Source: an optimization exercise on an open RTL-to-GDS flow (aim: small area and a short achievable clock period). Production flows keep margins and buffers that such runs may drop.
RTL that was checked went through simulation tests only; none was proved equivalent to the original.
Power and IR drop assume default switching activity.

==> flow/design.v <==
`timescale 1ns/1ns
module agu(input [7:0] a, b, output logic [7:0] s);
  logic [7:0] g [0:3];
  logic [7:0] p [0:3];
  always_comb begin
    g[0] = a & b;
    p[0] = a ^ b;
    for (int l = 0; l < 3; l++)
      for (int i = 0; i < 8; i++)
        if (i >= (1 << l)) begin
          g[l+1][i] = g[l][i] | (p[l][i] & g[l][i - (1 << l)]);
          p[l+1][i] = p[l][i] & p[l][i - (1 << l)];
        end else begin
          g[l+1][i] = g[l][i];
          p[l+1][i] = p[l][i];
        end
    s[0] = p[0][0];
    for (int i = 1; i < 8; i++) s[i] = p[0][i] ^ g[3][i-1];
  end
endmodule
`timescale 1ns/1ns
module CPU(input clk,rst,
           output [11:0] imem_addr, input [18:0] imem_data,
           output [7:0] dmem_addr, dmem_wdata, output dmem_we, dmem_re, input [7:0] dmem_rdata);
  wire [18:0] ins = imem_data;
  logic [11:0] pc;
  logic z, c;
  logic [7:0][7:0] R;           
  logic [7:0][11:0] stk;        
  logic [2:0] sp;               
  logic [3:0] cnt;              
  wire is_alu  = ~ins[18];                            
  wire is_ld   = ins[18:14] == 5'b10000;
  wire is_st   = ins[18:14] == 5'b10001;
  wire is_sh   = ins[18:16] == 3'b110;
  wire is_br   = ins[18:16] == 3'b101;
  wire is_jmp  = ins[18:15] == 4'b1110;               
  wire is_call = ins[18:14] == 5'b11101;
  wire is_ret  = ins[18:13] == 6'b111100;
  wire wr_reg  = is_alu | is_ld | is_sh;
  wire ld_fl   = is_alu | is_sh;
  wire [7:0] imm = ins[7:0];
  wire [2:0] ra = ins[10:8];
  wire [2:0] rb = ins[18] ? ins[13:11] : ins[7:5];
  logic [7:0] a, rbv;
  always_comb begin
    a = 8'd0;
    rbv = 8'd0;
    for (int i = 0; i < 8; i++) begin
      a = a | (R[i] & {8{ra == i}});
      rbv = rbv | (R[i] & {8{rb == i}});
    end
  end
  agu agu0(.a(a), .b(imm), .s(dmem_addr));
  assign dmem_wdata = rbv;
  assign dmem_we    = ~rst & is_st;
  assign dmem_re    = ~rst & is_ld;
  assign imem_addr  = pc;
  wire [2:0] fn = ins[16:14];
  wire [7:0] b = ins[17] ? imm : rbv;
  wire sub = fn[1] & ~fn[2];
  wire y = sub & fn[0] & c;                     
  wire ci = sub | (fn[0] & c);
  logic [7:0] ay;                               
  logic ya;
  always_comb begin
    logic t;
    t = y;
    for (int i = 0; i < 8; i++) begin
      ay[i] = a[i] ^ t;
      t = t & a[i];
    end
    ya = t;
  end
  wire [7:0] bb = sub ? ~b : b;
  wire [8:0] sum9 = {1'b0, ay} + {1'b0, bb} + {8'd0, ci};
  wire c8 = sum9[8] ^ ya ^ sub;                 
  wire [7:0] pp = ay ^ bb;
  wire [7:0] gg = ay & bb;
  wire [7:0] oo = ay | bb;
  wire [7:0] carries = sum9[7:0] ^ pp;
  wire lg_and = fn[2] & ~fn[1] & ~fn[0];
  wire lg_nand = fn[2] & fn[1] & fn[0];
  wire lg_xor = fn[2] & fn[1] & ~fn[0];
  wire [7:0] xx = (pp & {8{~lg_and}}) | {8{lg_nand}};
  wire [7:0] yy = fn[2] ? (gg & {8{~lg_xor}}) : carries;
  wire [7:0] lg = xx ^ yy;
  wire zsum = (pp[0] == ci) & (pp[7:1] == oo[6:0]);
  wire [7:0] alures = lg;
  wire aluc = ~fn[2] & c8;
  wire aluz = fn[2] ? (lg == 8'd0) : zsum;
  wire [2:0] s = ins[7:5];
  wire [1:0] fn2 = ins[15:14];
  wire right = fn2[0];
  wire [2:0] amt = right ? (3'd0 - s) : s;            
  wire [15:0] dd = {a, a} << amt;
  wire [7:0] rot = dd[15:8];
  wire [7:0] lmask = 8'hff << s;
  wire [7:0] rmask = 8'hff >> s;
  wire [7:0] shres = fn2[1] ? rot : (rot & (right ? rmask : lmask));
  wire shc = ~fn2[1] & (s != 3'd0) & (right ? rot[7] : rot[0]);
  wire [7:0] res = is_sh ? shres : alures;
  wire nc = is_sh ? shc : aluc;
  wire nz = is_sh ? (shres == 8'd0) : aluz;
  wire [7:0] wd = is_ld ? dmem_rdata : res;
  logic [7:0] spd;
  wire live = cnt != 4'd0;
  always_comb for (int i = 0; i < 8; i++) spd[i] = (sp == i);
  logic [11:0] top;
  always_comb begin
    top = 12'd0;
    for (int i = 0; i < 8; i++) top = top | (stk[i] & {12{spd[i] & live}});
  end
  wire cond = (ins[15] ? c : z) ^ ins[14];
  wire taken = is_br & cond;
  wire [11:0] pcn = pc + ({{4{imm[7]}}, imm} & {12{taken}}) + 12'd1;
  logic [11:0] npc;
  always_comb begin
    if (is_jmp)         npc = ins[11:0];
    else if (is_ret)    npc = top;
    else                npc = pcn;
  end
  always_ff @(posedge clk, posedge rst) begin
    if (rst) begin
      pc <= 12'd0;
      z <= 1'b0;
      c <= 1'b0;
      R <= '0;
      sp <= 3'd0;
      cnt <= 4'd0;
    end else begin
      pc <= npc;
      if (ld_fl) begin
        z <= nz;
        c <= nc;
      end
      for (int i = 0; i < 8; i++)
        if (wr_reg && ins[13:11] == i) R[i] <= wd;
      if (is_call) begin
        sp <= sp + 3'd1;
        if (cnt != 4'd8) cnt <= cnt + 4'd1;
      end else if (is_ret) begin
        sp <= sp - 3'd1;
        if (cnt != 4'd0) cnt <= cnt - 4'd1;
      end
    end
  end
  always_ff @(posedge clk)
    for (int i = 0; i < 8; i++)
      if (is_call & spd[(i + 7) % 8]) stk[i] <= pcn;
endmodule
Settings: LEC_CHECK=0, CAP_MARGIN=5, CORE_MARGIN=2, CORE_UTILIZATION=60, CTS_BUF_LIST=sky130_fd_sc_hd__clkbuf_8, SETUP_SLACK_MARGIN=2.5, SLEW_MARGIN=5; clock period 7.5 ns.
standard.sh (not shown) runs the stock make flow with config.mk's settings and CLKGATE_MAP_FILE= SYNTH_SCRIPT=/design/flow/synth_recipe.tcl, a recipe that flattens the netlist after the stock synthesis.
==> flow/flow/run.sh <==
#!/bin/bash
# Own layout flow: the standard ORFS flow with changes to synthesis (no
# full/half-adder extraction; abc maps the top module for area and the
# modules in KEEP for speed) and plain buffers on the ports. Each step's
# output goes to a log of its own in this folder.
set -euo pipefail
HERE=$(pwd)
FL=$HERE/flow
KEEP=$(cat "$FL/keep_modules.txt")

# synthesis script: the standard flow's, sourcing ORFS's synth.tcl with the abc call
# replaced by flow/abc_step.tcl
sed "s#@FL@#$FL#g" "$FL/abc_step.tcl" > "$HERE/own_abc_step.tcl"
sed "s#log_cmd abc {\\*}\$abc_args#source $HERE/own_abc_step.tcl#" \
  "$FLOW_HOME/scripts/synth.tcl" > "$HERE/own_synth_core.tcl"
grep -q 'own_abc_step' "$HERE/own_synth_core.tcl"
sed "s#source \$::env(SCRIPTS_DIR)/synth.tcl#source $HERE/own_synth_core.tcl#" \
  "$HERE/synth_recipe.tcl" > "$HERE/own_synth.tcl"
grep -q own_synth_core "$HERE/own_synth.tcl"

bash standard.sh SYNTH_SCRIPT="$HERE/own_synth.tcl" ADDER_MAP_FILE= SYNTH_OPERATIONS_ARGS=" " \
  SYNTH_KEEP_MODULES="$KEEP" synth > "$HERE/synth.log" 2>&1

EXTRA=()
if [[ -f $FL/extra.mk ]]; then
  while read -r l; do [[ -n $l && $l != \#* ]] && EXTRA+=("$l"); done < "$FL/extra.mk"
fi
bash standard.sh "${EXTRA[@]}" finish > "$HERE/layout.log" 2>&1
==> flow/flow/abc_step.tcl <==
# abc mapping: the modules kept apart (SYNTH_KEEP_MODULES) for speed, the
# top module for area. @FL@ is replaced by the flow folder.
set own_rest [lrange $abc_args 2 end]
foreach own_m $::env(SYNTH_KEEP_MODULES) {
  log_cmd abc -script @FL@/fast.abc {*}$own_rest $own_m
}
log_cmd abc -script @FL@/synth.abc {*}$own_rest $::env(DESIGN_NAME)
==> flow/flow/extra.mk <==
# make variables for the layout steps, one per line
BUFFER_PORTS_ARGS=-buffer_cell sky130_fd_sc_hd__buf_1
CTS_ARGS=-sink_clustering_enable -repair_clock_nets -buf_list sky130_fd_sc_hd__clkbuf_8 -dont_use_dummy_load
==> flow/flow/fast.abc <==
strash
dch
map -D 700
topo
buffer -c
upsize -c -D 700
dnsize -c -D 700
==> flow/flow/keep_modules.txt <==
agu
==> flow/flow/synth.abc <==
strash
dch
map -D 3500
topo
buffer -c
upsize -c -D 3500
dnsize -c -D 3500
The starting point completed with no timing, DRC or antenna violations.
Edit:
--- a/flow/design.v
+++ b/flow/design.v
@@ -79,13 +79,15 @@
   wire [7:0] gg = ay & bb;
   wire [7:0] oo = ay | bb;
-  wire [7:0] carries = sum9[7:0] ^ pp;
-  wire lg_and = fn[2] & ~fn[1] & ~fn[0];
-  wire lg_nand = fn[2] & fn[1] & fn[0];
-  wire lg_xor = fn[2] & fn[1] & ~fn[0];
-  wire [7:0] xx = (pp & {8{~lg_and}}) | {8{lg_nand}};
-  wire [7:0] yy = fn[2] ? (gg & {8{~lg_xor}}) : carries;
-  wire [7:0] lg = xx ^ yy;
+  logic [7:0] lg;
+  always_comb begin
+    case (fn[1:0])
+      2'b00: lg = gg;
+      2'b01: lg = oo;
+      2'b10: lg = pp;
+      default: lg = ~gg;
+    endcase
+  end
   wire zsum = (pp[0] == ci) & (pp[7:1] == oo[6:0]);
-  wire [7:0] alures = lg;
+  wire [7:0] alures = fn[2] ? lg : sum9[7:0];
   wire aluc = ~fn[2] & c8;
   wire aluz = fn[2] ? (lg == 8'd0) : zsum;
Outcome: The changed run ran to the end with no violations. Global-route usage rose by 0.99 points. Clock power barely changes. Maximum frequency rose by a few percent. Area after synthesis rose slightly. Hold slack gets worse by 0.017 ns.
The RTL of the first run of this note was laid out without a check of its function.

port drivers added, routing unchanged:
No port has a modelled driver above. Below, the same layouts with a new extraction and two added sets of constraints.
Step 1 assumes that a clkbuf_16 drives the clock port and a buf_2 every other input.
Step 2 also shifts input and output timing later by t, the mid clock arrival at the registers, as if the neighbouring blocks saw the same clock.
a / b / c = ideal / step 1 / step 2; a / b = the first two.
run	t, ns	setup slack, ns	pins driven straight from the clock port
the first run	0.487	2.403 / 2.355 / 2.136	1
the second run	0.495	2.599 / 2.549 / 2.237	1
After both steps every run listed still meets setup and hold. The setup slack of the second run, which loses most, moves by -0.050 ns with the drivers and by -0.362 ns with both steps.
